Context: an optimization exercise on an open-source flow, tuned for small area, a short achievable clock period and few clock cycles. The choices shown serve that exercise and are no tape-out recipe.
The RTL was checked by simulation tests, not by an equivalence proof against the original design.
Power is estimated from default activity; no workload was simulated.

==> design/flow/design.v <==
module alu(
    input  [15:0] a,
    input  [15:0] b,            
    input         op_arith,     
    input         op_sub,       
    input         op_and,
    input         op_or,        
    input         op_xor,
    input         op_not,
    input         op_shl,
    input         op_shr,
    output [15:0] result,
    output        zero,
    output        negative,
    output        carry,
    output        overflow
);
wire [15:0] p = a ^ b;
wire [15:0] g = a & b;
wire [15:0] G0 = {g[15:1], g[0] | (p[0] & op_sub)};
wire [15:0] P0 = {p[15:1], 1'b0};
wire [15:0] G1, P1, G2, P2, G3, P3, G4;
genvar i;
generate
    for (i = 0; i < 16; i = i + 1) begin : pfx
        if (i >= 1) begin : s1
            assign G1[i] = G0[i] | (P0[i] & G0[i-1]);
            assign P1[i] = P0[i] & P0[i-1];
        end else begin : n1
            assign G1[i] = G0[i];
            assign P1[i] = P0[i];
        end
        if (i >= 2) begin : s2
            assign G2[i] = G1[i] | (P1[i] & G1[i-2]);
            assign P2[i] = P1[i] & P1[i-2];
        end else begin : n2
            assign G2[i] = G1[i];
            assign P2[i] = P1[i];
        end
        if (i >= 4) begin : s3
            assign G3[i] = G2[i] | (P2[i] & G2[i-4]);
            assign P3[i] = P2[i] & P2[i-4];
        end else begin : n3
            assign G3[i] = G2[i];
            assign P3[i] = P2[i];
        end
        if (i >= 8) begin : s4
            assign G4[i] = G3[i] | (P3[i] & G3[i-8]);
        end else begin : n4
            assign G4[i] = G3[i];
        end
    end
endgenerate
wire [16:0] c   = {G4, op_sub};
wire [15:0] sum = p ^ c[15:0];
wire [15:0] r_logic = ({16{op_and}} & g)              |
                      ({16{op_or}}  & (a | b))        |
                      ({16{op_xor}} & p)              |
                      ({16{op_not}} & ~a)             |
                      ({16{op_shl}} & {a[14:0], 1'b0}) |
                      ({16{op_shr}} & {1'b0, a[15:1]});
assign result = ({16{op_arith}} & sum) | r_logic;
wire [15:0] cz  = {a[14:0] | b[14:0], op_sub};
wire [15:0] ez  = op_arith ? (p ^ cz) : r_logic;
assign zero     = ~|ez;
assign negative = result[15];
assign carry    = (op_arith & c[16]) | (op_shl & a[15]) | (op_shr & a[0]);
assign overflow = op_arith & (a[15] == b[15]) & (sum[15] != a[15]);
endmodule
module register_file(
    input          clk,
    input          rst,
    input          wr_en,
    input  [2:0]   rd_addr,      
    input  [15:0]  rd_data,
    output [111:0] regs,         
    output [7:1]   valid         
);
reg [15:0] r [1:7];
reg [7:1]  valid_r;
genvar k;
generate
    for (k = 1; k <= 7; k = k + 1) begin : g_reg
        always @(posedge clk or posedge rst)
            if (rst)
                valid_r[k] <= 1'b0;
            else if (wr_en && rd_addr == k)
                valid_r[k] <= 1'b1;
        always @(posedge clk)
            if (wr_en && rd_addr == k)
                r[k] <= rd_data;
        assign regs[16*k-1 -: 16] = r[k];
    end
endgenerate
assign valid = valid_r;
endmodule
module solix16_cpu(
    input         clk,           
    input         rst,           
    output [11:0] imem_addr,     
    input  [15:0] imem_data,     
    output [11:0] dmem_addr,     
    output [15:0] dmem_wdata,    
    output        dmem_we,       
    input  [15:0] dmem_rdata,    
    output        halted         
);
localparam OP_MOV = 4'b1000;
localparam OP_JMP = 4'b1001;
localparam OP_JZ  = 4'b1010;
localparam OP_JNZ = 4'b1011;
localparam OP_LD  = 4'b1100;
localparam OP_ST  = 4'b1101;
localparam OP_HLT = 4'b1111;
reg  [15:0] pc;              
reg  [3:0]  flags;           
reg         halt_r;
reg  [15:0] ex_a, ex_b;      
reg         ex_arith, ex_sub, ex_and, ex_or, ex_xor, ex_not, ex_shl, ex_shr, ex_ld;
reg         ex_wr;           
reg  [2:0]  ex_rd;
reg         ex_flagwr;       
reg         ex_st;
wire [15:0] alu_result;
wire        alu_zero, alu_negative, alu_carry, alu_overflow;
alu u_alu (
    .a        (ex_a),
    .b        (ex_b),
    .op_arith (ex_arith),
    .op_sub   (ex_sub),
    .op_and   (ex_and),
    .op_or    (ex_or),
    .op_xor   (ex_xor),
    .op_not   (ex_not),
    .op_shl   (ex_shl),
    .op_shr   (ex_shr),
    .result   (alu_result),
    .zero     (alu_zero),
    .negative (alu_negative),
    .carry    (alu_carry),
    .overflow (alu_overflow)
);
wire [15:0] ex_result = ex_ld ? dmem_rdata : alu_result;
wire [3:0]  flags_new = {alu_overflow, alu_carry, alu_negative, alu_zero};
wire [111:0] regs;
wire [7:1]   valid;
register_file u_regs (
    .clk     (clk),
    .rst     (rst),
    .wr_en   (ex_wr),
    .rd_addr (ex_rd),
    .rd_data (ex_result),
    .regs    (regs),
    .valid   (valid)
);
wire        z_now = ex_flagwr ? alu_zero : flags[0];
always @(posedge clk or posedge rst)
    if (rst)
        flags <= 4'b0;
    else if (ex_flagwr)
        flags <= flags_new;
assign dmem_addr  = ex_a[11:0];
assign dmem_wdata = ex_b;
assign dmem_we    = ex_st;
assign halted     = halt_r;
wire [15:0] instr  = imem_data;
wire [3:0]  opcode = instr[15:12];
wire [3:0]  rd     = instr[11:8];
wire [3:0]  rs     = instr[7:4];
wire [3:0]  rt     = instr[3:0];
wire [7:0]  imm8   = instr[7:0];
wire [11:0] target = instr[11:0];
wire is_alu = (opcode[3] == 1'b0);
wire is_sub = (opcode == 4'b0001);
wire is_mov = (opcode == OP_MOV);
wire is_ld  = (opcode == OP_LD);
wire is_st  = (opcode == OP_ST);
wire is_jmp = (opcode == OP_JMP);
wire is_jz  = (opcode == OP_JZ);
wire is_jnz = (opcode == OP_JNZ);
wire is_hlt = (opcode == OP_HLT);
wire stop = halt_r | is_hlt;
function [15:0] read_reg;
    input [3:0]   addr;
    input [111:0] regs_v;
    input [7:1]   valid_v;
    input [15:0]  pc_v;
    input [3:0]   flags_v;
    input         ex_wr_v;
    input [2:0]   ex_rd_v;
    input         ex_flagwr_v;
    reg   [15:0]  v;
    integer       k;
    begin
        v = 16'h0000;
        for (k = 1; k <= 7; k = k + 1)
            v = v | ({16{valid_v[k] && addr == k}} & regs_v[16*k-1 -: 16]);
        v = v | ({16{addr == 4'd8}} & 16'h0FFF)
              | ({16{addr == 4'd9}} & pc_v)
              | ({16{addr == 4'd10 && !ex_flagwr_v}} & {12'h000, flags_v});
        read_reg = v;
    end
endfunction
wire [15:0] rs_reg = read_reg(rs, regs, valid, pc, flags, ex_wr, ex_rd, ex_flagwr);
wire [15:0] rt_reg = read_reg(rt, regs, valid, pc, flags, ex_wr, ex_rd, ex_flagwr);
wire rs_fwd  = ex_wr && rs == {1'b0, ex_rd};
wire rt_fwd  = ex_wr && rt == {1'b0, ex_rd};
wire rs_fwdf = ex_flagwr && rs == 4'd10;
wire rt_fwdf = ex_flagwr && rt == 4'd10;
wire [15:0] rs_val = rs_fwd ? ex_result : rs_fwdf ? {12'h000, flags_new} : rs_reg;
wire [15:0] rt_val = rt_fwd ? ex_result : rt_fwdf ? {12'h000, flags_new} : rt_reg;
wire [15:0] pc_inc = pc + 16'd1;
wire [15:0] pc_z1 = (is_jmp | is_jz)  ? {4'h0, target} : pc_inc;
wire [15:0] pc_z0 = (is_jmp | is_jnz) ? {4'h0, target} : pc_inc;
always @(posedge clk or posedge rst)
    if (rst) begin
        pc     <= 16'h0000;
        halt_r <= 1'b0;
    end else begin
        pc     <= z_now ? pc_z1 : pc_z0;
        if (stop)
            halt_r <= 1'b1;
    end
always @(posedge clk or posedge rst)
    if (rst) begin
        ex_wr     <= 1'b0;
        ex_flagwr <= 1'b0;
        ex_st     <= 1'b0;
    end else begin
        ex_wr     <= ~stop & (is_alu | is_mov | is_ld) & (rd[3] == 1'b0) & (rd[2:0] != 3'd0);
        ex_flagwr <= ~stop & is_alu;
        ex_st     <= ~stop & is_st;
    end
always @(posedge clk) begin
    ex_rd    <= rd[2:0];
    ex_a     <= is_mov ? 16'h0000 : rs_val;
    ex_b     <= is_mov ? {8'h00, imm8} : is_sub ? ~rt_val : rt_val;
    ex_arith <= is_alu & (opcode[2:1] == 2'b00);
    ex_sub   <= is_sub;
    ex_and   <= is_alu & (opcode[2:0] == 3'b010);
    ex_or    <= (is_alu & (opcode[2:0] == 3'b011)) | is_mov;
    ex_xor   <= is_alu & (opcode[2:0] == 3'b100);
    ex_not   <= is_alu & (opcode[2:0] == 3'b101);
    ex_shl   <= is_alu & (opcode[2:0] == 3'b110);
    ex_shr   <= is_alu & (opcode[2:0] == 3'b111);
    ex_ld    <= is_ld;
end
assign imem_addr = pc[11:0];
endmodule
==> design/flow/flow/run.sh <==
#!/bin/bash
# Layout flow: the standard ORFS flow (standard.sh, synthesis unchanged),
# with two changes to the layout steps:
#  - the ports are buffered with sky130_fd_sc_hd__buf_1 (still one buffer on
#    every input and output port) instead of the default delay-buffer cell;
#  - timing repair may resize a cell to any equivalent cell, not only to one
#    of the same footprint.
# The full output of the flow goes to flow_make.log in this folder; ORFS
# keeps each step's own log under orfs/logs/.
set -euo pipefail
export BUFFER_PORTS_ARGS="-buffer_cell sky130_fd_sc_hd__buf_1"
bash standard.sh MATCH_CELL_FOOTPRINT=0 finish > flow_make.log 2>&1
==> design/flow/standard.sh <==
#!/bin/bash
# synth_recipe.tcl (not shown) runs the flow's synth.tcl, then flattens the netlist and writes it again
# the make line also repeats each setting of config.mk as NAME=value (left out here)
make -C /OpenROAD-flow-scripts/flow DESIGN_CONFIG=/design/flow/config.mk WORK_HOME=/design/flow/orfs CLKGATE_MAP_FILE= SYNTH_SCRIPT=/design/flow/synth_recipe.tcl "${@:-finish}"
==> design/flow/config.mk <==
export PLATFORM = sky130hd
export DESIGN_NAME = solix16_cpu
export DESIGN_NICKNAME = solix16_cpu
export VERILOG_FILES = /design/flow/design.v
export SDC_FILE = /design/flow/constraint.sdc
export NUM_CORES = 4
export LEC_CHECK = 0
export CAP_MARGIN = 20
export CORE_MARGIN = 2
export CORE_UTILIZATION = 40
export SETUP_SLACK_MARGIN = 2.55
export SLEW_MARGIN = 20
==> design/flow/constraint.sdc <==
create_clock -name core_clock -period 5.3 [get_ports {clk}]
set_input_delay 1.0600 -clock core_clock [delete_from_list [all_inputs] [get_ports {clk}]]
set_output_delay 1.0600 -clock core_clock [all_outputs]
set_load 0.01 [all_outputs]
==> run notes, run 1 <==
Peak Freq 346 MHz; most frequent cells in the layout 112 x edfxtp_1, 67 x a22oi_1, 67 x buf_1; Cell variety after synth 72; placed insts 1369; sw frac 0.333; Mapped Avg Cell Area 10.2 um^2; pwr dens 334 nW/um^2; post-synthesis sequential area ratio 0.469; Cell Chain, Critical Path inv_1, ha_4, a22oi_1, nand3_1, or4_4, nor4_4, o22ai_4, nand4_1, buf_4, o211a_4, mux2_4; worst stage delay on the critical path 0.57 ns; TritonCTS buffer count 17; Antenna Cells 0; final clock skew 0.00919 ns; via count 9591; Routability Congestion 0.935; Slew HR 0.396; share of layout cells above drive strength 1 0.255; CTS clk-pin slew, worst paths 0.08 ns; io pins 76; Final setup viols 0; net switching power 1.45 mW; # rows 59; worst skew pair latency 0.44 ns; WHS Path Cells 1; wire length per cell 25.9 um; die area 28100 um^2; TritonCTS clock tree done; Syn Nets 1117; CTS sink cnt 187; Max clock buf depth 2; Max Slew Vio Count 0; initial antenna violation count 0; #FFs+latches synth 187; DRC errors left 0; Int Pwr 2.89 mW; ANT nets after route 0; # hold bufs at CTS 0; worst hold path class register to register; worst slew pin tran 0.906 ns; total chip power 4.34 mW; RSZ-0062 raised after global routing true; Logic pwr share 0.267; worst vdd rail ir drop 0.225 mV; outcome timing/DRC/antenna clean; cell area after placement 11200 um^2; largest net degree at the start of global routing 32; post-synthesis cell count 1048; Starting Density 0.409; All-Layer GR Usage 0.263; Vias/cell 6.57; hpwl dp 24.6 mm; Syn-to-layout area delta 21.4%; Crit. End Element register; leakage power 4.76 nW; cell area after layout 13000 um^2; Tcrit/Tclk final 0.546; post-layout util 0.496; WP data required 5.63 ns; input/output buffers 75; most common cell after layout, fill and taps aside edfxtp_1; Post-synth EDFFs 112; Yosys top cell by area edfxtp_1; Final nets 1181; H-tree levels 4; Placeable Area 26200 um^2; Worst EP arrival 3.22 ns; Synth Flop Type edfxtp_1; slowest CP cell or4_4; part of the power in registers 0.434; die width 168 um; dominant cells by area after synthesis edfxtp_1 31%, dfxtp_1 8.2%, dfrtp_1 7.2%; DRT Wirelength 37.8 mm; die height 168 um; global-route wire length before repair 55.8 mm; worst setup path class register to register; power share of the clock group 0.299; Non-Filler Instances 1460; Max Cap Violations 0; vias in the first global route 9030; Root Driver clkbuf_16; first-pass iteration count of the detailed router 6; R2R cell count 11; post-synth top area share 0.314; crit path launch type register; Overflow after GRT 0; endpoints failing hold 0; initial DRC count 1613; TNS Setup 0 ns; CP max FO 6; Ys Warns 3; Netlist Area Pre-Place 10700 um^2; fin crit period 2.89 ns; ys async rst share 0.166
-- worst max-delay path: cells and delay by family, from the launching register on --
family	cells	cell delay, ns
buffers and inverters	2	0.21
DFF	1	0.37
adders and majority gates	1	0.26
AOI/OAI and AO/OA	3	0.53
muxes	1	0.31
and+or+nand+nor	4	1.09
-- cell type report --
| type | count | area (um^2) |
|---|---|---|
| clock inverter | 12 | 115 |
| sequential | 187 | 5110 |
| tap | 335 | 419 |
| fill | 2313 | 13200 |
| multi-input combinational | 702 | 5780 |
| clock buffer | 20 | 478 |
| timing repair buffer | 147 | 888 |
| inverter | 57 | 225 |
-- final timing paths --
path                                     from                   end  slack, ns
min                        halt_r$_DFFE_PP0P_   ex_flagwr$_DFF_PP0_       0.49
min reg2reg                halt_r$_DFFE_PP0P_   ex_flagwr$_DFF_PP0_       0.49
max reg2reg                   ex_b[2]$_DFF_P_       pc[7]$_DFF_PP0_       2.41
max                           ex_b[2]$_DFF_P_       pc[7]$_DFF_PP0_       2.41
min in group asynchronous                 rst       pc[9]$_DFF_PP0_       0.67
max in group asynchronous                 rst  flags[3]$_DFFE_PP0P_       4.31
-- synth_stat cells, types with 14 or more instances --
| cell type | number |
|---|---|
| ha_1 | 33 |
| a21oi_1 | 38 |
| edfxtp_1 | 112 |
| nor2_1 | 62 |
| dfxtp_1 | 44 |
| xnor2_1 | 26 |
| nor2b_1 | 14 |
| a221oi_1 | 46 |
| nand2_1 | 57 |
| xor2_1 | 23 |
| a22o_1 | 37 |
| nor3_1 | 14 |
| a22oi_1 | 69 |
| o211ai_1 | 16 |
| nand3_1 | 20 |
| dfrtp_1 | 31 |
| inv_1 | 56 |
| o21ai_0 | 34 |
| nand4_1 | 29 |
| buf_4 | 24 |
| clkbuf_1 | 74 |
| and3_1 | 22 |
-- flip-flops by register name, indices dropped and copies added (netlist names) --
name and flops:
halt_r 1, ex_wr 1, ex_b 16, ex_st 1, ex_flagwr 1, ex_sub 1
ex_not 1, ex_a 16, u_regs.r 112, ex_shr 1, ex_arith 1, ex_rd 3
ex_or 1, ex_ld 1, u_regs.valid_r 7, pc 16, ex_xor 1, ex_shl 1
ex_and 1, flags 4
-- routing by layer --
metal	global-route usage	vias to the layer above	routed length [um]
li1	-	4112	-
met1	0.348	4714	15600
met2	0.410	624	17000
met3	0.0652	141	3680
met4	0.118	0	1570
met5	0	-	0
-- timing repair --
item,in CTS,in global routing
setup buffers,30,28
pin swaps,30,50
endpoints found under the setup margin,135,104
hold endpoints to repair,0,0
cloned,1,0
resized for setup,132,83
-- cell families after synthesis --
logic type               count (synthesis)  share of synthesized area
buffers and inverters                  160                     0.0670
flip-flops                             187                      0.469
multiplexers                            21                     0.0234
AND/OR/NAND/NOR                        270                      0.130
XOR/XNOR                                49                     0.0401
AO/OA/AOI/OAI                          326                      0.229
adder cells (fa/ha/maj)                 35                     0.0423
-- metrics by stage --
stage | hold slack, ns | worst slack, ns
finish | 0.493 | 2.41
global route | 0.522 | 2.33
CTS | 0.487 | 2.32
detailed placement | 0.475 | 1.44
global placement | 0.465 | 1.47
floorplan | 0.446 | 2.56
-- power groups by stage --
stage / clock, mW / sequential [mW] / combinational (mW)
global placement: 0 / 1.91 / 0.902
global route: 1.36 / 1.89 / 1.24
finish: 1.30 / 1.89 / 1.16
floorplan: 0 / 1.82 / 0.747
CTS: 1.30 / 1.87 / 1.05
detailed placement: 0 / 1.91 / 0.905
Testbench counts, summed over its fixed seeds: cycles 136,711.
==> inputs of run 2 (changes only) <==
--- a/design/flow/config.mk
+++ b/design/flow/config.mk
@@ -5,8 +5,9 @@
 export SDC_FILE = /design/flow/constraint.sdc
 export NUM_CORES = 4
 export LEC_CHECK = 0
+export ABC_AREA = 1
 export CAP_MARGIN = 20
 export CORE_MARGIN = 2
 export CORE_UTILIZATION = 40
-export SETUP_SLACK_MARGIN = 2.55
+export SETUP_SLACK_MARGIN = 2.5
 export SLEW_MARGIN = 20
==> run notes, run 2 <==
cell area after placement 12200 um^2; CP Launch Point imem_data[0]; worst skew pair latency 0.45 ns; CP max FO 9; largest net degree at the start of global routing 32; Cell variety after synth 59; die height 176 um; worst vdd rail ir drop 0.218 mV; WHS 0.512 ns; Placeable Area 28900 um^2; total chip power 4.24 mW; origin of the critical flop-to-flop path ex_a[0]$_SDFF_PP0_; ys async rst share 0.166; Vias/cell 5.63; initial antenna violation count 0; endpoints failing hold 0; All-Layer GR Usage 0.271; R2R cell count 13; most common cell after layout, fill and taps aside nand2_1; ANT nets after route 0; initial DRC count 1421; TNS Setup 0 ns; WP data required 5.63 ns; net switching power 1.52 mW; io pins 76; Logic pwr share 0.259; Final nets 1676; CTS sink cnt 187; wire length per cell 21.0 um; Max Slew Vio Count 0; Tcrit/Tclk final 0.526; Ys Warns 3; Routability Congestion 1.02; Antenna Cells 0; global-route wire length before repair 63.7 mm; post-synthesis sequential area ratio 0.424; Top reg by flops u_regs.r; H-tree levels 4; sw frac 0.359; via count 11300; flip-flop and latch area 5030 um^2; hpwl dp 31.1 mm; fin crit period 2.79 ns; Int Pwr 2.71 mW; Peak Freq 359 MHz; TritonCTS buffer count 17; input/output buffers 75; share of layout cells above drive strength 1 0.108; final clock skew 0.0126 ns; Synth Flop Type edfxtp_1; worst reg2reg endpoint ex_b[4]$_DFF_P_; #FFs+latches synth 187; Root Driver clkbuf_16; die area 31000 um^2; Max Cap Violations 0; # hold bufs at CTS 0; part of the power in registers 0.437; TritonCTS clock tree done; outcome timing/DRC/antenna clean; crit path launch type input port; Syn-to-layout area delta 11.5%; Overflow after GRT 0; Mapped Avg Cell Area 7.65 um^2; Netlist Area Pre-Place 11800 um^2; fillers 2898; Multi-input gate area 5710 um^2; pwr dens 321 nW/um^2; Syn Nets 1616; Worst EP arrival 3.12 ns; Slew HR 0.460; worst slew pin tran 0.809 ns; Max clock buf depth 2; Yosys top cell by area edfxtp_1; post-synthesis cell count 1547; leakage power 5.78 nW; worst setup path class input port to register; worst hold path class register to register; post-synth top area share 0.284; Post-synth EDFFs 112; power share of the clock group 0.304; Crit. End Element register; DRC errors left 0; cell area after layout 13200 um^2; RSZ-0062 raised after global routing true; Final setup viols 0; dominant cells by area after synthesis edfxtp_1 28%, nand2_1 14%, dfxtp_1 7.4%; DRT Wirelength 42.0 mm; WHS Path Cells 2; max reg flops 112; # rows 62; die width 176 um; FF-to-FF setup slack 2.63 ns; Worst Hold End u_regs.valid_r[7]$_DFFE_PP0P_; top-count cell post-synth nand2_1; Worst Hold Launch u_regs.valid_r[7]$_DFFE_PP0P_; Starting Density 0.409; Post-synth top cells 449 x nand2_1, 200 x inv_1, 121 x nand3_1, 112 x edfxtp_1, 112 x nor2_1; first-pass iteration count of the detailed router 6; CTS clk-pin slew, worst paths 0.07 ns; vias in the first global route 10600; most frequent cells in the layout 447 x nand2_1, 192 x inv_1, 120 x nand3_1
run 2: cell count changes in the layout (fill, tap and decap cells not counted), sizes merged, moves of 22 or more:
cell / previous run / this run
nand2: 57 / 461
inv: 63 / 208
nand3: 20 / 135
a22oi: 70 / 5
nor2: 62 / 125
a221oi: 46 / 3
a21oi: 38 / 78
buf: 141 / 102
a22o: 37 / 4
o22ai: 4 / 34
xnor2: 26 / 2
and3: 22 / 0
o21ai: 35 / 57
run 2: layer usage:
layer,vias to the layer above,routed length (um),GRT usage
li1,5227,-,-
met1,5295,17400,0.360
met2,633,18800,0.431
met3,124,4020,0.0538
met4,0,1750,0.117
met5,-,0,0
run 2: area by class of cell:
type | instances | share of cell area
clock buffers | 18 | 0.0325
clock inverters | 14 | 0.0120
inverters | 212 | 0.0627
multi-input cells | 1083 | 0.432
flip-flops and latches | 187 | 0.381
well taps | 384 | 0.0364
repair buffers | 105 | 0.0425
repair inverters | 1 | 0.000379
run 2: how the worst max path moves through the flow:
stage / cells past startpoint / slack [ns] / to
final: 14 / 2.51 / ex_b[1]$_DFF_P_
after global routing: 13 / 2.49 / ex_b[4]$_DFF_P_
after CTS: 14 / 2.52 / ex_b[1]$_DFF_P_
after detailed placement: 14 / 2.00 / ex_b[1]$_DFF_P_
after global placement: 14 / 2.02 / ex_b[1]$_DFF_P_
after floorplan: 9 / 2.83 / ex_b[15]$_SDFF_PP0_
run 2: through the flow:
stage	util	std cells	worst slack (ns)
finish	0.456	2004	2.51
global route	0.456	2004	2.49
CTS	0.447	1989	2.52
detailed placement	0.423	1955	2.00
global placement	0.423	1955	2.02
floorplan	-	1547	2.83
run 2: power by group through the flow:
stage	combinational, mW	clock, mW	sequential [mW]
after floorplan	0.813	0	1.80
after global placement	1.02	0	1.88
after detailed placement	1.03	0	1.88
after CTS	1.05	1.30	1.85
after global routing	1.21	1.36	1.87
final	1.10	1.29	1.85
run 2: critical path, cell delays in order:
cell	delay (ns)
buf_1	0.29
nand2_1	0.16
inv_1	0.09
nand3_2	0.29
inv_2	0.37
nand2_1	0.09
o211ai_1	0.11
nor2_1	0.06
a21oi_1	0.19
nand2_1	0.13
nand2_1	0.08
nand2_1	0.04
nand3_1	0.08
nand2_1	0.06
run 2: cell families (layout without fill, tap and decap cells):
| family | count (synthesis) | in the layout | share of synthesized area |
|---|---|---|---|
| flops | 187 | 187 | 0.424 |
| simple gates | 789 | 789 | 0.292 |
| compound gates | 240 | 240 | 0.125 |
| mux | 1 | 1 | 0.000846 |
| fa+ha+maj | 35 | 35 | 0.0383 |
| xor+xnor | 18 | 18 | 0.0133 |
| buf+inv | 277 | 350 | 0.106 |
run 2: what timing repair did:
item                       CTS  global route
setup endpoints to repair   61            84
pin swaps                    1             5
gates resized for setup     19            35
buffers inserted             2            14
cloned                       0             1
==> inputs of run 3 (changes only) <==
--- a/design/flow/design.v
+++ b/design/flow/design.v
@@ -60,9 +60,16 @@
                       ({16{op_shl}} & {a[14:0], 1'b0}) |
                       ({16{op_shr}} & {1'b0, a[15:1]});
 assign result = ({16{op_arith}} & sum) | r_logic;
-wire [15:0] cz  = {a[14:0] | b[14:0], op_sub};
-wire [15:0] ez  = op_arith ? (p ^ cz) : r_logic;
-assign zero     = ~|ez;
+wire [15:0] cz      = {a[14:0] | b[14:0], op_sub};
+wire        z_arith = ~|(p ^ cz);
+wire        z_a_lo  = ~|a[14:1];
+assign zero = (op_arith & z_arith)                      |
+              (op_and   & ~|g)                          |
+              (op_or    & z_a_lo & ~a[0] & ~a[15] & ~|b) |
+              (op_xor   & ~|p)                          |
+              (op_not   & (&a))                         |
+              (op_shl   & z_a_lo & ~a[0])               |
+              (op_shr   & z_a_lo & ~a[15]);
 assign negative = result[15];
 assign carry    = (op_arith & c[16]) | (op_shl & a[15]) | (op_shr & a[0]);
 assign overflow = op_arith & (a[15] == b[15]) & (sum[15] != a[15]);
--- a/design/flow/config.mk
+++ b/design/flow/config.mk
@@ -5,9 +5,8 @@
 export SDC_FILE = /design/flow/constraint.sdc
 export NUM_CORES = 4
 export LEC_CHECK = 0
-export ABC_AREA = 1
 export CAP_MARGIN = 20
 export CORE_MARGIN = 2
 export CORE_UTILIZATION = 40
-export SETUP_SLACK_MARGIN = 2.5
+export SETUP_SLACK_MARGIN = 2.3
 export SLEW_MARGIN = 20
==> run notes, run 3 <==
outcome timing/DRC/antenna clean; die height 168 um; DRC errors left 0; Max Slew Vio Count 0; Synth Flop Type edfxtp_1; post-synthesis cell count 1069; global-route wire length before repair 57.3 mm; most frequent cells in the layout 112 x edfxtp_1, 77 x a22oi_1, 71 x buf_1; #FFs+latches synth 187; first-pass iteration count of the detailed router 6; Mapped Avg Cell Area 10.0 um^2; worst skew pair latency 0.45 ns; endpoints failing hold 0; CP max FO 3; Non-Filler Instances 1449; ANT nets after route 0; Antenna Cells 0; CTS sink cnt 187; Max clock buf depth 2; hpwl dp 26.0 mm; share of layout cells above drive strength 1 0.179; fin crit period 3.07 ns; Tcrit/Tclk final 0.580; Yosys top cell by area edfxtp_1; wire length per cell 26.5 um; io pins 76; Vias/cell 6.60; WP data required 5.66 ns; TritonCTS clock tree done; DRT Wirelength 38.3 mm; pre-CTS WS 1.50 ns; Final setup viols 0; Overflow after GRT 0; die width 168 um; max reg flops 112; Placeable Area 26200 um^2; TritonCTS buffer count 17; slowest CP cell fa_2; Max Cap Violations 0; leakage power 4.22 nW; post-layout util 0.464; # hold bufs at CTS 0; Root Driver clkbuf_16; Post-synth top cells 112 x edfxtp_1, 78 x a22oi_1, 65 x nor2_1, 62 x inv_1; crit path launch type register; Syn-to-layout area delta 13.3%; top-count cell post-synth edfxtp_1; Syn Nets 1138; Crit. End Element register; Cell Chain, Critical Path inv_2, fa_2, fa_2, nand2b_4, a21oi_4, o22ai_4, o31a_1, or3_4, a31oi_4, o22ai_4, a21oi_2, mux2i_1; post-synthesis sequential area ratio 0.467; TNS Setup 0 ns; pwr dens 350 nW/um^2; Starting Density 0.410; initial DRC count 1678; Top reg by flops u_regs.r; worst stage delay on the critical path 0.38 ns; worst vdd rail ir drop 0.279 mV; die area 28200 um^2; vias in the first global route 9169; worst slew pin tran 0.998 ns; initial antenna violation count 0; placed insts 1400; via count 9559; Final WS setup 2.23 ns; Cell variety after synth 87; most common cell after layout, fill and taps aside edfxtp_1; largest net degree at the start of global routing 32; H-tree levels 4; Post-synth EDFFs 112; Slew HR 0.335; fillers 2437; Worst EP arrival 3.43 ns; ys async rst share 0.166; Netlist Area Pre-Place 10700 um^2; dominant cells by area after synthesis edfxtp_1 31%, dfxtp_1 8.2%, dfrtp_1 7.2%; Routability Congestion 0.951; delay-heaviest family, CP compound AO/OA/AOI/OAI gates; Ys Warns 3; crit path buf inv count 1; # rows 59; CTS clk-pin slew, worst paths 0.08 ns; worst setup path class register to register; Final nets 1170; input/output buffers 75; All-Layer GR Usage 0.269; post-synth top area share 0.313; Peak Freq 325 MHz; RSZ-0062 raised after global routing true; worst hold path class register to register; final clock skew 0.0177 ns
==> run 3: changes by cell type in the layout (fill, tap and decap cells not counted), moves of 29 or more <==
cell / delta
a22oi_1: +72
o21ai_0: -31
xnor2_1: +33
inv_1: -135
nor2_1: -49
a221oi_1: +29
nand2_1: -393
nand3_1: -95
==> run 3: final cells by class <==
type                            count  area [um^2]  share of cell area
Clock buffer                       17          425              0.0350
Tap cell                          335          419              0.0345
Multi-Input combinational cell    720         5300               0.436
Timing Repair Buffer              110          549              0.0452
Clock inverter                     15          161              0.0133
Sequential cell                   187         5060               0.416
Inverter                           65          248              0.0204
==> run 3: kinds of logic (layout without fill, tap and decap cells) <==
logic type / Yosys count / in the layout / share of synthesized area
buf+inv: 163 / 207 / 0.0688
xor+xnor: 45 / 45 / 0.0367
fa+ha+maj: 35 / 35 / 0.0422
flops: 187 / 187 / 0.467
simple gates: 294 / 295 / 0.144
compound gates: 335 / 335 / 0.231
mux: 10 / 10 / 0.0103
==> run 3: metrics by stage <==
stage	hold WS (ns)	area, um^2	power (mW)
global placement	0.479	11100	2.87
detailed placement	0.472	11100	2.88
floorplan	0.445	10700	2.58
CTS	0.488	12000	4.19
global route	0.495	12200	4.40
finish	0.492	12200	4.25
==> run 3: timing repair <==
action | in CTS | in global routing
buffers inserted | 9 | 7
pin swaps | 12 | 15
setup endpoints to repair | 126 | 87
gates cloned | 1 | 0
endpoints found under the hold margin | 0 | 0
gates resized for setup | 59 | 43
==> run 3: worst paths after layout <==
path / from / end / slack, ns / depth (start not counted)
max in group asynchronous: rst / u_regs.valid_r[5]$_DFFE_PP0P_ / 4.32 / 3
min in group asynchronous: rst / ex_st$_DFF_PP0_ / 0.66 / 3
min: halt_r$_DFFE_PP0P_ / ex_flagwr$_DFF_PP0_ / 0.49 / 1
max: ex_b[0]$_DFF_P_ / ex_b[14]$_SDFF_PP0_ / 2.23 / 12
max reg2reg: ex_b[0]$_DFF_P_ / ex_b[14]$_SDFF_PP0_ / 2.23 / 12
min reg2reg: halt_r$_DFFE_PP0P_ / ex_flagwr$_DFF_PP0_ / 0.49 / 1
==> run 3: report_power, final <==
group / internal, mW / switching, mW / leakage, nW
clock: 0.667 / 0.604 / 0.283
sequential: 1.69 / 0.245 / 1.77
combinational: 0.429 / 0.623 / 2.16
==> run 3: metal layers <==
metal,GRT usage,wire length (um),up-vias
met4,0.125,1730,0
met2,0.430,17400,673
met3,0.0602,4160,139
met5,0,0,-
li1,-,-,4117
met1,0.349,15000,4630
==> run 3: worst register-to-register path: stages, from the launching register on <==
cell,delay [ns]
dfxtp_2,0.34
inv_2,0.05
fa_2,0.38
fa_2,0.36
nand2b_4,0.16
a21oi_4,0.20
o22ai_4,0.12
o31a_1,0.32
or3_4,0.36
a31oi_4,0.17
o22ai_4,0.13
a21oi_2,0.20
mux2i_1,0.20
Testbench counts of run 3, summed over its fixed seeds: cycles 136,711.
==> inputs of run 4 (changes only) <==
--- a/design/flow/design.v
+++ b/design/flow/design.v
@@ -23,7 +23,10 @@
 genvar i;
 generate
     for (i = 0; i < 16; i = i + 1) begin : pfx
-        if (i >= 1) begin : s1
+        if (i == 1) begin : s1c
+            assign G1[i] = g[1] | (p[1] & g[0]) | (p[1] & p[0] & op_sub);
+            assign P1[i] = 1'b0;
+        end else if (i >= 2) begin : s1
             assign G1[i] = G0[i] | (P0[i] & G0[i-1]);
             assign P1[i] = P0[i] & P0[i-1];
         end else begin : n1
--- a/design/flow/config.mk
+++ b/design/flow/config.mk
@@ -8,5 +8,5 @@
 export CAP_MARGIN = 20
 export CORE_MARGIN = 2
 export CORE_UTILIZATION = 40
-export SETUP_SLACK_MARGIN = 2.3
+export SETUP_SLACK_MARGIN = 2.45
 export SLEW_MARGIN = 20
==> run notes, run 4 <==
flip-flop and latch area 5090 um^2; TritonCTS buffer count 17; Netlist Area Pre-Place 11000 um^2; Multi-input gate area 5750 um^2; RSZ-0062 raised after global routing true; largest net degree at the start of global routing 32; Yosys top cell by area edfxtp_1; R2R cell count 4; Slew HR 0.325; Ys Warns 3; CTS sink cnt 187; hpwl dp 27.5 mm; # hold bufs at CTS 0; Antenna Cells 0; worst hold path class register to register; Post-synth EDFFs 112; Max clock buf depth 2; Placeable Area 27000 um^2; #FFs+latches synth 187; Final setup viols 0; cell area after placement 11400 um^2; TritonCTS clock tree done; Max Slew Vio Count 0; CP max FO 14; dominant cells by area after synthesis edfxtp_1 31%, dfxtp_1 8.0%, dfrtp_1 7.1%; Root Driver clkbuf_16; most common cell after layout, fill and taps aside edfxtp_1; top-count cell post-synth edfxtp_1; worst setup path class register to register; first-pass iteration count of the detailed router 7; Mapped Avg Cell Area 10.0 um^2; WP data required 5.41 ns; WHS Path Cells 1; TNS Setup 0 ns; Final nets 1204; DRT Wirelength 40.1 mm; vias in the first global route 9384; post-synthesis cell count 1097; initial DRC count 1545; Max Cap Violations 0; ANT nets after route 0; fin crit period 2.81 ns; Crit. End Element register; initial antenna violation count 0; post-synth top area share 0.306; post-synthesis sequential area ratio 0.457; Peak Freq 356 MHz; die area 28800 um^2; input/output buffers 75; DRC errors left 0; final clock skew 0.0124 ns; max reg flops 112; WHS 0.494 ns; cell area after layout 12800 um^2; outcome timing/DRC/antenna clean; Syn-to-layout area delta 16.6%; ys async rst share 0.166; worst skew pair latency 0.45 ns; endpoints failing hold 0; crit path launch type register; Overflow after GRT 0; via count 9736; wire length per cell 26.9 um; Worst Hold End ex_flagwr$_DFF_PP0_; io pins 76; leakage power 4.56 nW; Syn Nets 1165; Cell variety after synth 83; pwr dens 343 nW/um^2; worst reg2reg endpoint u_regs.r[2][0]$_DFFE_PP_; Starting Density 0.408; FF-to-FF setup slack 2.49 ns; Post-synth top cells 112 x edfxtp_1, 91 x a22oi_1, 68 x nor2_1, 67 x inv_1, 61 x nand2_1; Top reg by flops u_regs.r; Vias/cell 6.53; Worst Hold Launch halt_r$_DFFE_PP0P_; fillers 2502; worst slew pin tran 1.00 ns; Synth Flop Type edfxtp_1; # rows 60; Tcrit/Tclk final 0.530; H-tree levels 4; most frequent cells in the layout 112 x edfxtp_1, 91 x a22oi_1, 68 x nor2_1, 68 x buf_1, 64 x inv_1; worst vdd rail ir drop 0.208 mV; global-route wire length before repair 59.1 mm; die width 170 um; total chip power 4.40 mW; origin of the critical flop-to-flop path ex_ld$_DFF_P_; Worst EP arrival 2.92 ns; Routability Congestion 0.971; share of layout cells above drive strength 1 0.206; die height 170 um; All-Layer GR Usage 0.275; CTS clk-pin slew, worst paths 0.08 ns
-- run 4: changes by cell type after synthesis, moves of 7 or more --
cell / delta
a22oi_1: +13
a21oi_2: -12
mux2_2: +12
a22o_1: -8
a211oi_1: +8
o21ai_1: -10
a21oi_1: -7
nand2_1: +7
-- run 4: per-stage QoR --
stage	std cells	utilization	setup slack, ns
finish	1490	0.475	2.49
global route	1490	0.475	2.38
CTS	1470	0.457	2.43
detailed placement	1434	0.422	1.37
global placement	1434	0.422	1.47
floorplan	1097	-	2.53
-- run 4: kinds of logic (layout without fill, tap and decap cells) --
| group | count (synthesis) | after routing | share of synthesized area |
|---|---|---|---|
| buffers and inverters | 169 | 221 | 0.0708 |
| DFF | 187 | 187 | 0.457 |
| xor gates and xnor gates | 45 | 45 | 0.0359 |
| AOI/OAI and AO/OA | 328 | 328 | 0.222 |
| muxes | 27 | 27 | 0.0274 |
| adders and majority gates | 34 | 34 | 0.0394 |
| and+or+nand+nor | 307 | 307 | 0.147 |
-- run 4: worst max-delay path, cell delays in order, from the launching register on --
cell     delay, ns
dfxtp_1       0.96
inv_1         0.14
buf_4         0.25
o21ai_0       0.81
inv_1         0.29
-- run 4: repair_timing --
action | 4_1_cts | 5_1_grt
setup buffers | 4 | 20
setup endpoints to repair | 124 | 98
gates resized for setup | 89 | 80
pin swaps | 8 | 15
-- run 4: how the worst max path moves through the flow --
stage / start / end / slack [ns] / cells past startpoint
2_1_floorplan: imem_data[2] / ex_b[3]$_DFF_P_ / 2.53 / 10
3_3_place_gp: imem_data[1] / ex_b[10]$_SDFF_PP0_ / 1.47 / 8
3_5_place_dp: imem_data[1] / ex_b[10]$_SDFF_PP0_ / 1.37 / 8
4_1_cts: imem_data[1] / ex_b[10]$_SDFF_PP0_ / 2.43 / 8
5_1_grt: ex_a[4]$_SDFF_PP0_ / ex_b[15]$_SDFF_PP0_ / 2.38 / 10
6_report: ex_ld$_DFF_P_ / u_regs.r[2][0]$_DFFE_PP_ / 2.49 / 4
-- run 4: cell type report --
| class | instances | share of cell area |
|---|---|---|
| sequential | 187 | 0.397 |
| clock buffer | 17 | 0.0332 |
| multi-input combinational | 741 | 0.449 |
| inverter | 67 | 0.0202 |
| clock inverter | 15 | 0.0154 |
| timing repair buffer | 122 | 0.0519 |
| tap | 341 | 0.0333 |
-- run 4: routing by layer --
| layer | routed length, um | GRT usage | vias up |
|---|---|---|---|
| met3 | 4050 | 0.0662 | 126 |
| li1 | - | - | 4231 |
| met4 | 1790 | 0.121 | 0 |
| met5 | 0 | 0 | - |
| met1 | 16200 | 0.360 | 4717 |
| met2 | 18100 | 0.433 | 662 |
-- run 4: power by group --
part           total [mW]  internal (mW)  switching [mW]
registers            1.93           1.69           0.241
logic                1.12          0.481           0.641
clock network        1.35          0.723           0.623
Testbench counts of run 4, summed over its fixed seeds: cycles 136,711.
==> inputs of run 5 (changes only) <==
--- a/design/flow/config.mk
+++ b/design/flow/config.mk
@@ -5,8 +5,9 @@
 export SDC_FILE = /design/flow/constraint.sdc
 export NUM_CORES = 4
 export LEC_CHECK = 0
+export ABC_AREA = 1
 export CAP_MARGIN = 20
 export CORE_MARGIN = 2
 export CORE_UTILIZATION = 40
-export SETUP_SLACK_MARGIN = 2.45
+export SETUP_SLACK_MARGIN = 2.65
 export SLEW_MARGIN = 20
==> run notes, run 5 <==
Cell variety after synth 54; die height 178 um; worst skew pair latency 0.45 ns; part of the power in registers 0.431; sw frac 0.371; Final nets 1768; TritonCTS clock tree done; via count 12000; Logic pwr share 0.276; post-synthesis sequential area ratio 0.415; most common cell after layout, fill and taps aside nand2_1; Max Cap Violations 0; Syn-to-layout area delta 14.2%; outcome timing/DRC/antenna clean; wire length per cell 22.5 um; Int Pwr 2.76 mW; H-tree levels 4; All-Layer GR Usage 0.295; die width 178 um; # hold bufs at CTS 0; dominant cells by area after synthesis edfxtp_1 28%, nand2_1 13%, dfxtp_1 7.3%; # rows 63; worst stage delay on the critical path 0.28 ns; worst vdd rail ir drop 0.217 mV; ANT nets after route 0; Yosys top cell by area edfxtp_1; Non-Filler Instances 2103; WHS Path Cells 1; RSZ-0062 raised after global routing true; die area 31600 um^2; pwr dens 318 nW/um^2; fin crit period 2.64 ns; io pins 76; Multi-input gate area 6020 um^2; power share of the clock group 0.293; initial DRC count 1675; Routability Congestion 0.989; initial antenna violation count 0; TritonCTS buffer count 17; DRT Wirelength 47.4 mm; Final setup viols 0; Crit. End Element register; top-count cell post-synth nand2_1; flip-flop and latch area 5050 um^2; Post-synth EDFFs 112; R2R cell count 11; Post-synth top cells 429 x nand2_1, 232 x inv_1, 164 x nor2_1, 112 x edfxtp_1, 105 x nand3_1; Mapped Avg Cell Area 7.38 um^2; fillers 3054; worst hold path class register to register; most used cell, CP nand2_1; Syn Nets 1706; most frequent cells in the layout 427 x nand2_1, 216 x inv_1, 159 x nor2_1; WP data required 5.63 ns; Worst EP arrival 2.97 ns; Root Driver clkbuf_16; leakage power 5.95 nW; input/output buffers 75; CTS clk-pin slew, worst paths 0.07 ns; Max clock buf depth 2; slowest CP cell buf_2; Slew HR 0.442; Peak Freq 379 MHz; delay-heaviest family, CP simple AND/OR/NAND/NOR gates; hpwl dp 34.7 mm; Max Slew Vio Count 0; max reg flops 112; Netlist Area Pre-Place 12100 um^2; CTS sink cnt 187; Ys Warns 3; Synth Flop Type edfxtp_1; Tcrit/Tclk final 0.498; worst slew pin tran 0.835 ns; global-route wire length before repair 68.6 mm; DRC errors left 0; crit path buf inv count 3; crit path launch type input port; largest net degree at the start of global routing 32; Antenna Cells 0; Starting Density 0.407; ys async rst share 0.166; post-synth top area share 0.278; Vias/cell 5.69; post-layout util 0.464; CP max FO 9; CP Depth 14; Overflow after GRT 0; endpoints failing hold 0; first-pass iteration count of the detailed router 6; net switching power 1.63 mW; share of layout cells above drive strength 1 0.121; Placeable Area 29700 um^2; post-synthesis cell count 1638; Cell Chain, Critical Path buf_2, inv_2, nor2_4, nand3_4, inv_4, nand2_1, o21ai_0, nor2_1, nand3_1, nand3_1, nand2_1, nand2_1, nand3_1, nand2_1; Top reg by flops u_regs.r; TNS Setup 0 ns; worst setup path class input port to register; final clock skew 0.0109 ns; vias in the first global route 11000; placed insts 2043; #FFs+latches synth 187
-- run 5: cell types whose count changed in the layout (fill, tap and decap cells not counted), moves of 18 or more --
cell	change
a21oi_1	+41
a221oi_1	-23
a22oi_1	-83
inv_1	+152
nand2_1	+368
nand2b_1	-18
nand3_1	+82
nor2_1	+91
o21ai_0	+57
o22ai_1	+30
xnor2_1	-31
-- run 5: per-stage QoR --
| stage | area (um^2) | power, mW | hold WS, ns | worst slack (ns) |
|---|---|---|---|---|
| 5_1_grt | 13800 | 4.59 | 0.566 | 2.58 |
| 4_1_cts | 13300 | 4.30 | 0.520 | 2.65 |
| 6_report | 13800 | 4.39 | 0.522 | 2.66 |
| 3_5_place_dp | 12500 | 2.99 | 0.497 | 1.61 |
| 3_3_place_gp | 12500 | 2.98 | 0.499 | 1.48 |
| 2_1_floorplan | 12100 | 2.63 | 0.453 | 2.84 |
-- run 5: final timing paths --
check | endpoint | start | slack (ns)
max in group asynchronous | u_regs.valid_r[5]$_DFFE_PP0P_ | rst | 4.29
setup reg to reg | ex_b[2]$_DFF_P_ | ex_shl$_DFF_P_ | 2.71
min in group asynchronous | pc[6]$_DFF_PP0_ | rst | 0.68
hold / removal | ex_st$_DFF_PP0_ | halt_r$_DFFE_PP0P_ | 0.52
setup / recovery | ex_b[2]$_DFF_P_ | imem_data[0] | 2.66
hold reg to reg | ex_st$_DFF_PP0_ | halt_r$_DFFE_PP0P_ | 0.52
-- run 5: cell families (layout without fill, tap and decap cells) --
family,Yosys count,in the layout,share of synthesized area
flops,187,187,0.415
buf+inv,323,397,0.114
xor+xnor,16,16,0.0116
compound gates,288,288,0.141
fa+ha+maj,34,34,0.0358
simple gates,790,791,0.281
-- run 5: area by class of cell --
class,instances,share of cell area
Tap cell,390,0.0354
Timing Repair Buffer,113,0.0456
Timing Repair inverter,5,0.00236
Inverter,247,0.0718
Clock inverter,15,0.0112
Sequential cell,187,0.366
Clock buffer,17,0.0308
Multi-Input combinational cell,1129,0.436
-- run 5: what timing repair did --
item                                    CTS  global route
pin swaps                                 5            12
buffers inserted                          4            18
gates cloned                              0             6
endpoints found under the setup margin  125           101
gates resized for setup                  65            71
-- run 5: layer usage --
layer | up-vias | GRT usage | wire length, um
met4 | 0 | 0.130 | 1980
met3 | 138 | 0.0388 | 3580
met5 | - | 0 | 0
met2 | 671 | 0.481 | 22400
met1 | 5650 | 0.391 | 19500
li1 | 5510 | - | -
-- run 5: power groups by stage --
stage	logic, mW	clock network, mW	registers (mW)
after CTS	1.12	1.30	1.88
final	1.21	1.29	1.89
after floorplan	0.822	0	1.81
after global routing	1.34	1.35	1.90
after global placement	1.08	0	1.91
after detailed placement	1.08	0	1.90
==> inputs of run 6 (changes only) <==
--- a/design/flow/config.mk
+++ b/design/flow/config.mk
@@ -5,9 +5,9 @@
 export SDC_FILE = /design/flow/constraint.sdc
 export NUM_CORES = 4
 export LEC_CHECK = 0
-export ABC_AREA = 1
 export CAP_MARGIN = 20
 export CORE_MARGIN = 2
 export CORE_UTILIZATION = 40
-export SETUP_SLACK_MARGIN = 2.65
+export CTS_CLUSTER_SIZE = 30
+export SETUP_SLACK_MARGIN = 2.45
 export SLEW_MARGIN = 20
==> run notes, run 6 <==
outcome timing/DRC/antenna clean; fin crit period 2.81 ns; Tcrit/Tclk final 0.530; worst setup path class register to register; top-count cell post-synth edfxtp_1; initial antenna violation count 0; Root Driver clkbuf_16; Logic pwr share 0.255; CP max FO 14; crit path launch type register; WP data required 5.41 ns; sw frac 0.342; post-synth top area share 0.306; # rows 60; RSZ-0062 raised after global routing true; Yosys top cell by area edfxtp_1; io pins 76; CTS clk-pin slew, worst paths 0.08 ns; wire length per cell 26.9 um; #FFs+latches synth 187; Vias/cell 6.53; Placeable Area 27000 um^2; Synth Flop Type edfxtp_1; final clock skew 0.0124 ns; pwr dens 343 nW/um^2; power share of the clock group 0.306; Netlist Area Pre-Place 11000 um^2; Mapped Avg Cell Area 10.0 um^2; via count 9736; worst skew pair latency 0.45 ns; TritonCTS buffer count 17; Max clock buf depth 2; Max Slew Vio Count 0; hpwl dp 27.5 mm; ys async rst share 0.166; Slew HR 0.325; part of the power in registers 0.439; vias in the first global route 9384; Ys Warns 3; TNS Setup 0 ns; Peak Freq 356 MHz; Antenna Cells 0; worst vdd rail ir drop 0.208 mV; share of layout cells above drive strength 1 0.206; H-tree levels 4; Final setup viols 0; origin of the critical flop-to-flop path ex_ld$_DFF_P_; Max Cap Violations 0; total chip power 4.40 mW; Worst EP arrival 2.92 ns; Worst Hold Launch halt_r$_DFFE_PP0P_; leakage power 4.56 nW; input/output buffers 75; DRT Wirelength 40.1 mm; first-pass iteration count of the detailed router 7; Starting Density 0.408; largest net degree at the start of global routing 32; Overflow after GRT 0; Post-synth top cells 112 x edfxtp_1, 91 x a22oi_1, 68 x nor2_1, 67 x inv_1, 61 x nand2_1; net switching power 1.50 mW; ANT nets after route 0; worst hold path class register to register; die area 28800 um^2; Syn-to-layout area delta 16.6%; initial DRC count 1545; dominant cells by area after synthesis edfxtp_1 31%, dfxtp_1 8.0%, dfrtp_1 7.1%; Top reg by flops u_regs.r; global-route wire length before repair 59.1 mm; Cell variety after synth 83; most common cell after layout, fill and taps aside edfxtp_1; Crit. End Element register; Routability Congestion 0.971; post-synthesis sequential area ratio 0.457; Int Pwr 2.89 mW; CP Launch Point ex_ld$_DFF_P_; DRC errors left 0; most frequent cells in the layout 112 x edfxtp_1, 91 x a22oi_1, 68 x nor2_1, 68 x buf_1, 64 x inv_1; worst slew pin tran 1.00 ns; Post-synth EDFFs 112; Syn Nets 1165; TritonCTS clock tree done; post-synthesis cell count 1097; endpoints failing hold 0; die width 170 um; CTS sink cnt 187; die height 170 um; Final nets 1204; max reg flops 112; All-Layer GR Usage 0.275
==> run 6: cell types whose count changed in the layout (fill, tap and decap cells not counted), moves of 15 or more <==
cell        before  now
nand3_1        101   19
clkinvlp_4      17    2
a221oi_1         3   26
a222oi_1         0   16
nand2_1        427   59
and3_1           2   17
a21oi_1         84   43
inv_1          216   64
a22oi_1          8   91
nand2b_1         0   18
o21ai_0         84   27
o22ai_1         34    4
xnor2_1          2   33
nor2_1         159   68
==> run 6: path summary, 6_finish.rpt <==
kind / endpoint / slack [ns] / depth (start not counted)
setup / recovery: u_regs.r[2][0]$_DFFE_PP_ / 2.49 / 4
hold / removal: ex_flagwr$_DFF_PP0_ / 0.49 / 1
setup reg to reg: u_regs.r[2][0]$_DFFE_PP_ / 2.49 / 4
hold reg to reg: ex_flagwr$_DFF_PP0_ / 0.49 / 1
max in group asynchronous: flags[3]$_DFFE_PP0P_ / 4.34 / 3
min in group asynchronous: pc[3]$_DFF_PP0_ / 0.66 / 3
==> run 6: critical path, cell delays in order, from the launching register on <==
cell and delay (ns):
dfxtp_1 0.96, inv_1 0.14, buf_4 0.25, o21ai_0 0.81, inv_1 0.29
==> run 6: layer usage <==
layer / GRT usage / part of all wire / vias up
met5: 0 / 0 / -
li1: - / - / 4231
met3: 0.0662 / 0.10 / 126
met2: 0.433 / 0.45 / 662
met1: 0.360 / 0.40 / 4717
met4: 0.121 / 0.045 / 0
==> run 6: power by group through the flow <==
stage	clock network (mW)	registers (mW)	logic [mW]
after global placement	0	1.94	0.924
after detailed placement	0	1.93	0.929
after CTS	1.36	1.91	0.989
after global routing	1.43	1.93	1.20
final	1.35	1.93	1.12
after floorplan	0	1.83	0.746
==> run 6: area by class of cell <==
class                      count  area (um^2)
fill                        2502        14100
multi-input combinational    741         5750
tap                          341          427
timing repair buffer         122          664
clock inverter                15          198
sequential                   187         5090
inverter                      67          259
clock buffer                  17          425
==> run 6: timing repair <==
action,4_1_cts,5_1_grt
endpoints found under the setup margin,124,98
endpoints found under the hold margin,0,0
gates resized for setup,89,80
hold buffers,0,0
buffers inserted,4,20
pin swaps,8,15
==> run 6: kinds of logic (layout without fill, tap and decap cells) <==
kind of cell | count (synthesis) | count (layout) | synth area share
xor gates and xnor gates | 45 | 45 | 0.0359
AOI/OAI and AO/OA | 328 | 328 | 0.222
adders and majority gates | 34 | 34 | 0.0394
and+or+nand+nor | 307 | 307 | 0.147
buffers and inverters | 169 | 221 | 0.0708
DFF | 187 | 187 | 0.457
muxes | 27 | 27 | 0.0274
==> run 6: per-stage QoR <==
step	hold slack, ns	area, um^2	utilization	worst slack (ns)	std cells
2_1_floorplan	0.445	11000	-	2.53	1097
3_3_place_gp	0.482	11400	0.422	1.47	1434
3_5_place_dp	0.490	11400	0.422	1.37	1434
4_1_cts	0.496	12300	0.457	2.43	1470
5_1_grt	0.514	12800	0.475	2.38	1490
6_report	0.494	12800	0.475	2.49	1490
==> inputs of run 7 (changes only) <==
--- a/design/flow/config.mk
+++ b/design/flow/config.mk
@@ -7,7 +7,7 @@
 export LEC_CHECK = 0
 export CAP_MARGIN = 20
 export CORE_MARGIN = 2
-export CORE_UTILIZATION = 40
-export CTS_CLUSTER_SIZE = 30
+export CORE_UTILIZATION = 55
+export PLACE_DENSITY = 0.7
 export SETUP_SLACK_MARGIN = 2.45
 export SLEW_MARGIN = 20
==> run notes, run 7 <==
Mapped Avg Cell Area 10.0 um^2; # rows 51; largest net degree at the start of global routing 32; H-tree levels 4; TNS Setup 0 ns; Max clock buf depth 2; RSZ-0062 raised after global routing true; All-Layer GR Usage 0.352; #FFs+latches synth 187; fin crit period 2.88 ns; input/output buffers 75; flip-flop and latch area 5090 um^2; worst stage delay on the critical path 0.41 ns; Final nets 1218; # hold bufs at CTS 0; CTS sink cnt 187; Crit. End Element register; wire length per cell 26.9 um; Post-synth EDFFs 112; most frequent cells in the layout 112 x edfxtp_1, 91 x a22oi_1, 69 x buf_1; Routability Congestion 0.970; first-pass iteration count of the detailed router 8; initial DRC count 1459; TritonCTS clock tree done; post-synth top area share 0.306; fillers 1602; DRC errors left 0; worst hold path class register to register; Root Driver clkbuf_16; Slew HR 0.315; Final setup viols 0; worst skew pair latency 0.45 ns; Syn-to-layout area delta 16.6%; TritonCTS buffer count 17; ys async rst share 0.166; Max Slew Vio Count 0; Final WS setup 2.42 ns; endpoints failing hold 0; share of layout cells above drive strength 1 0.212; Worst EP arrival 3.18 ns; Syn Nets 1165; die height 145 um; final clock skew 0.0130 ns; via count 9927; worst vdd rail ir drop 0.251 mV; Cell variety after synth 83; Synth Flop Type edfxtp_1; worst slew pin tran 1.02 ns; crit path buf inv count 1; DRT Wirelength 38.4 mm; post-synthesis sequential area ratio 0.457; delay-heaviest family, CP compound AO/OA/AOI/OAI gates; Netlist Area Pre-Place 11000 um^2; global-route wire length before repair 57.2 mm; Ys Warns 3; pre-CTS WS 1.35 ns; initial antenna violation count 0; Peak Freq 347 MHz; Multi-input gate area 5750 um^2; Top reg by flops u_regs.r; CTS clk-pin slew, worst paths 0.08 ns; io pins 76; dominant cells by area after synthesis edfxtp_1 31%, dfxtp_1 8.0%, dfrtp_1 7.1%; vias in the first global route 9397; max reg flops 112; most common cell after layout, fill and taps aside edfxtp_1; leakage power 4.59 nW; Antenna Cells 0; slowest CP cell a31oi_1; pwr dens 337 nW/um^2; CP max FO 16; outcome timing/DRC/antenna clean; Post-synth top cells 112 x edfxtp_1, 91 x a22oi_1, 68 x nor2_1, 67 x inv_1, 61 x nand2_1; crit path launch type input port; Starting Density 0.563; Tcrit/Tclk final 0.544; die area 21100 um^2; top-count cell post-synth edfxtp_1; WP data required 5.60 ns; Overflow after GRT 0; Max Cap Violations 0; Yosys top cell by area edfxtp_1; post-synthesis cell count 1097; Vias/cell 6.95; hpwl dp 25.5 mm; worst setup path class input port to register; Cell Chain, Critical Path clkbuf_2, nor2b_1, and3_4, a22o_1, a221oi_1, a31oi_1, mux2_2, o41ai_2, a211oi_1; die width 145 um; ANT nets after route 0; Placeable Area 19500 um^2
[run 7: cell types whose count changed in the layout (fill, tap and decap cells not counted), moves of 3 or more]
cell and change:
clkinvlp_4 +4, dfxtp_2 -7, buf_12 +3, inv_1 -4, inv_8 +3, dfxtp_1 +5
buf_4 +11, inv_6 -5
[run 7: kinds of logic (layout without fill, tap and decap cells)]
group	Yosys count	after routing	share of synthesized area
simple gates	307	307	0.147
compound gates	328	328	0.222
fa+ha+maj	34	34	0.0394
mux	27	27	0.0274
flops	187	187	0.457
buf+inv	169	235	0.0708
xor+xnor	45	45	0.0359
[run 7: metrics by stage]
step / hold WS (ns) / area, um^2 / instances / utilization / total power [mW]
2_1_floorplan: 0.445 / 11000 / 1097 / - / 2.57
3_3_place_gp: 0.475 / 11300 / 1357 / 0.577 / 2.83
3_5_place_dp: 0.474 / 11300 / 1357 / 0.577 / 2.85
4_1_cts: 0.493 / 12200 / 1398 / 0.627 / 4.14
5_1_grt: 0.528 / 12800 / 1428 / 0.656 / 4.46
6_report: 0.499 / 12800 / 1428 / 0.656 / 4.32
[run 7: layer usage]
layer	track usage	vias to the layer above	routed length [um]
met3	0.0793	159	4550
met2	0.551	743	17500
met5	0	-	0
met1	0.470	4765	14400
met4	0.163	0	1990
li1	-	4260	-
[run 7: cell type report]
class | instances | share of cell area
Sequential cell | 187 | 0.397
Tap cell | 265 | 0.0259
Inverter | 67 | 0.0209
Clock buffer | 17 | 0.0332
Timing Repair Buffer | 136 | 0.0627
Multi-Input combinational cell | 741 | 0.448
Clock inverter | 15 | 0.0118
[run 7: final timing paths]
path	cells after the start	end	slack, ns	startpoint
max in group asynchronous	3	u_regs.valid_r[3]$_DFFE_PP0P_	4.33	rst
setup reg to reg	9	ex_b[2]$_DFF_P_	2.43	ex_a[0]$_SDFF_PP0_
setup / recovery	9	ex_b[1]$_DFF_P_	2.42	imem_data[2]
min in group asynchronous	3	halt_r$_DFFE_PP0P_	0.67	rst
hold reg to reg	1	ex_flagwr$_DFF_PP0_	0.50	halt_r$_DFFE_PP0P_
hold / removal	1	ex_flagwr$_DFF_PP0_	0.50	halt_r$_DFFE_PP0P_
[run 7: timing repair]
item                       CTS  global route
gates resized for setup     91            77
setup endpoints to repair  128            94
buffers inserted             9            30
pin swaps                    6            26
[run 7: power breakdown]
part | leakage, nW | switching [mW] | internal, mW | total, mW
combinational | 2.53 | 0.647 | 0.512 | 1.16
sequential | 1.78 | 0.231 | 1.69 | 1.92
clock | 0.275 | 0.616 | 0.626 | 1.24
total | 4.59 | 1.49 | 2.82 | 4.32
==> inputs of run 8 (changes only) <==
==> design/flow/config.mk (replaced) <==
export PLATFORM = sky130hd
export DESIGN_NAME = solix16_cpu
export DESIGN_NICKNAME = solix16_cpu
export VERILOG_FILES = /design/flow/design.v
export SDC_FILE = /design/flow/constraint.sdc
export NUM_CORES = 4
export LEC_CHECK = 0
export ABC_AREA = 1
export CAP_MARGIN = 20
export CORE_MARGIN = 2
export CORE_UTILIZATION = 40
export CTS_CLUSTER_SIZE = 30
export SETUP_SLACK_MARGIN = 2.55
export SLEW_MARGIN = 20
==> run notes, run 8 <==
Synth Flop Type edfxtp_1; placed insts 2043; Worst Hold Launch halt_r$_DFFE_PP0P_; max reg flops 112; TritonCTS clock tree done; net switching power 1.61 mW; CTS sink cnt 187; worst reg2reg endpoint u_regs.r[5][12]$_DFFE_PP_; origin of the critical flop-to-flop path ex_ld$_DFF_P_; global-route wire length before repair 68.6 mm; RSZ-0062 raised after global routing true; Crit. End Element register; Logic pwr share 0.271; WP data required 5.67 ns; Max Cap Violations 0; post-synth top area share 0.278; post-synthesis sequential area ratio 0.415; Tcrit/Tclk final 0.510; vias in the first global route 11000; largest net degree at the start of global routing 32; fin crit period 2.70 ns; CP max FO 9; input/output buffers 75; TritonCTS buffer count 17; Syn-to-layout area delta 12.2%; DRC errors left 0; io pins 76; post-layout util 0.456; TNS Setup 0 ns; worst slew pin tran 0.832 ns; Max Slew Vio Count 0; most common cell after layout, fill and taps aside nand2_1; die height 178 um; wire length per cell 22.3 um; DRT Wirelength 46.6 mm; Cell variety after synth 54; Final setup viols 0; worst skew pair latency 0.45 ns; endpoints failing hold 0; Overflow after GRT 0; initial DRC count 1784; Worst Hold End ex_st$_DFF_PP0_; # rows 63; outcome timing/DRC/antenna clean; worst setup path class input port to register; Placeable Area 29700 um^2; Routability Congestion 0.989; first-pass iteration count of the detailed router 6; # hold bufs at CTS 0; initial antenna violation count 0; part of the power in registers 0.433; leakage power 5.90 nW; Post-synth EDFFs 112; hpwl dp 34.7 mm; via count 11800; WHS 0.521 ns; worst vdd rail ir drop 0.217 mV; worst hold path class register to register; WHS Path Cells 1; R2R cell count 4; Top reg by flops u_regs.r; ys async rst share 0.166; die width 178 um; Slew HR 0.445; Starting Density 0.407; total chip power 4.35 mW; CTS clk-pin slew, worst paths 0.08 ns; Final nets 1757; Ys Warns 3; Root Driver clkbuf_16; Syn Nets 1706; Max clock buf depth 2; H-tree levels 4; ANT nets after route 0; share of layout cells above drive strength 1 0.104; most frequent cells in the layout 427 x nand2_1, 220 x inv_1, 161 x nor2_1; All-Layer GR Usage 0.295; power share of the clock group 0.295; post-synthesis cell count 1638; pwr dens 321 nW/um^2; Mapped Avg Cell Area 7.38 um^2; sw frac 0.370; Peak Freq 370 MHz; Netlist Area Pre-Place 12100 um^2; die area 31600 um^2; FF-to-FF setup slack 2.69 ns; Post-synth top cells 429 x nand2_1, 232 x inv_1, 164 x nor2_1, 112 x edfxtp_1, 105 x nand3_1; Non-Filler Instances 2092; Yosys top cell by area edfxtp_1; dominant cells by area after synthesis edfxtp_1 28%, nand2_1 13%, dfxtp_1 7.3%; Vias/cell 5.66; top-count cell post-synth nand2_1; #FFs+latches synth 187; Antenna Cells 0; final clock skew 0.0119 ns; crit path launch type input port; Int Pwr 2.74 mW; Worst EP arrival 3.08 ns
## run 8: layout make-up
cell class	instances	area (um^2)
fill	3063	16200
multi-input combinational	1128	5930
sequential	187	5040
inverter	247	971
timing repair buffer	105	529
tap	390	488
clock buffer	17	425
clock inverter	15	155
timing repair inverter	3	17.5
## run 8: power by group through the flow
| stage | Combinational (mW) | Clock, mW | Sequential [mW] |
|---|---|---|---|
| CTS | 1.11 | 1.30 | 1.88 |
| global placement | 1.08 | 0 | 1.91 |
| detailed placement | 1.08 | 0 | 1.90 |
| floorplan | 0.822 | 0 | 1.81 |
| finish | 1.18 | 1.29 | 1.89 |
| global route | 1.31 | 1.35 | 1.89 |
## run 8: how the worst max path moves through the flow
stage,slack [ns],start,cells past startpoint,end
finish,2.60,imem_data[6],10,ex_a[10]$_SDFF_PP0_
global route,2.51,imem_data[5],10,ex_a[14]$_SDFF_PP0_
CTS,2.53,imem_data[3],11,ex_b[5]$_DFF_P_
detailed placement,1.61,imem_data[0],12,ex_b[5]$_DFF_P_
global placement,1.48,imem_data[0],12,ex_b[5]$_DFF_P_
floorplan,2.84,imem_data[0],10,ex_b[4]$_DFF_P_
## run 8: what timing repair did
item	in CTS	in global routing
endpoints found under the setup margin	103	100
setup buffers	1	13
hold endpoints to repair	0	0
pin swaps	1	9
gates resized for setup	40	59
cloned	0	3
## run 8: kinds of logic after synthesis
group,Yosys count,share of synthesized area
compound gates,288,0.141
xor+xnor,16,0.0116
fa+ha+maj,34,0.0358
buf+inv,323,0.114
flops,187,0.415
simple gates,790,0.281
## run 8: layer usage
metal	up-vias	share of wire	track usage
met1	5503	0.41	0.392
met3	164	0.083	0.0418
met2	686	0.46	0.480
met4	0	0.049	0.130
met5	-	0	0
li1	5481	-	-
## run 8: worst max-delay path: stages
cell	delay [ns]
buf_1	0.18
nor2_1	0.36
nand3_1	0.50
inv_2	0.37
nand2_1	0.08
nand2_1	0.08
nor2_1	0.05
o2111ai_1	0.12
nand2_1	0.11
a21oi_1	0.16
## run 8: per-stage QoR
stage,setup slack [ns],instance area [um^2]
finish,2.60,13600
global route,2.51,13600
CTS,2.53,13200
detailed placement,1.61,12500
global placement,1.48,12500
floorplan,2.84,12100

re-timing with driven ports:
No port has a modelled driver above. Below, the same layouts with a new extraction and two added sets of constraints. Step 1: set_driving_cell puts a clkbuf_16 on clk and a buf_2 on each other input, an assumption about the parent block. Step 2 moves the port delays by t, midway between the first and last clock arrival at a register: inputs arrive t later, outputs are due t later. That takes back most of the time a late clock gives input paths. Slacks: ideal / step 1 / step 2; pairs: ideal / step 1.
run | t (ns) | slack for setup (ns) | pins driven straight from the clock port
run 1 | 0.488 | 2.406 / 2.406 / 2.078 | 1
run 2 | 0.488 | 2.513 / 2.541 / 2.052 | 1
run 3 | 0.486 | 2.228 / 2.228 / 1.884 | 1
run 4 | 0.483 | 2.489 / 2.489 / 2.064 | 1
run 5 | 0.485 | 2.663 / 2.689 / 2.203 | 1
run 6 | 0.483 | 2.489 / 2.489 / 2.064 | 1
run 7 | 0.486 | 2.419 / 2.433 / 1.953 | 1
run 8 | 0.483 | 2.597 / 2.618 / 2.135 | 1
After both steps setup and hold are still met in every run listed. For run 7, which loses most, drivers alone change the setup slack by +0.014 ns; drivers and shift together by -0.466 ns.
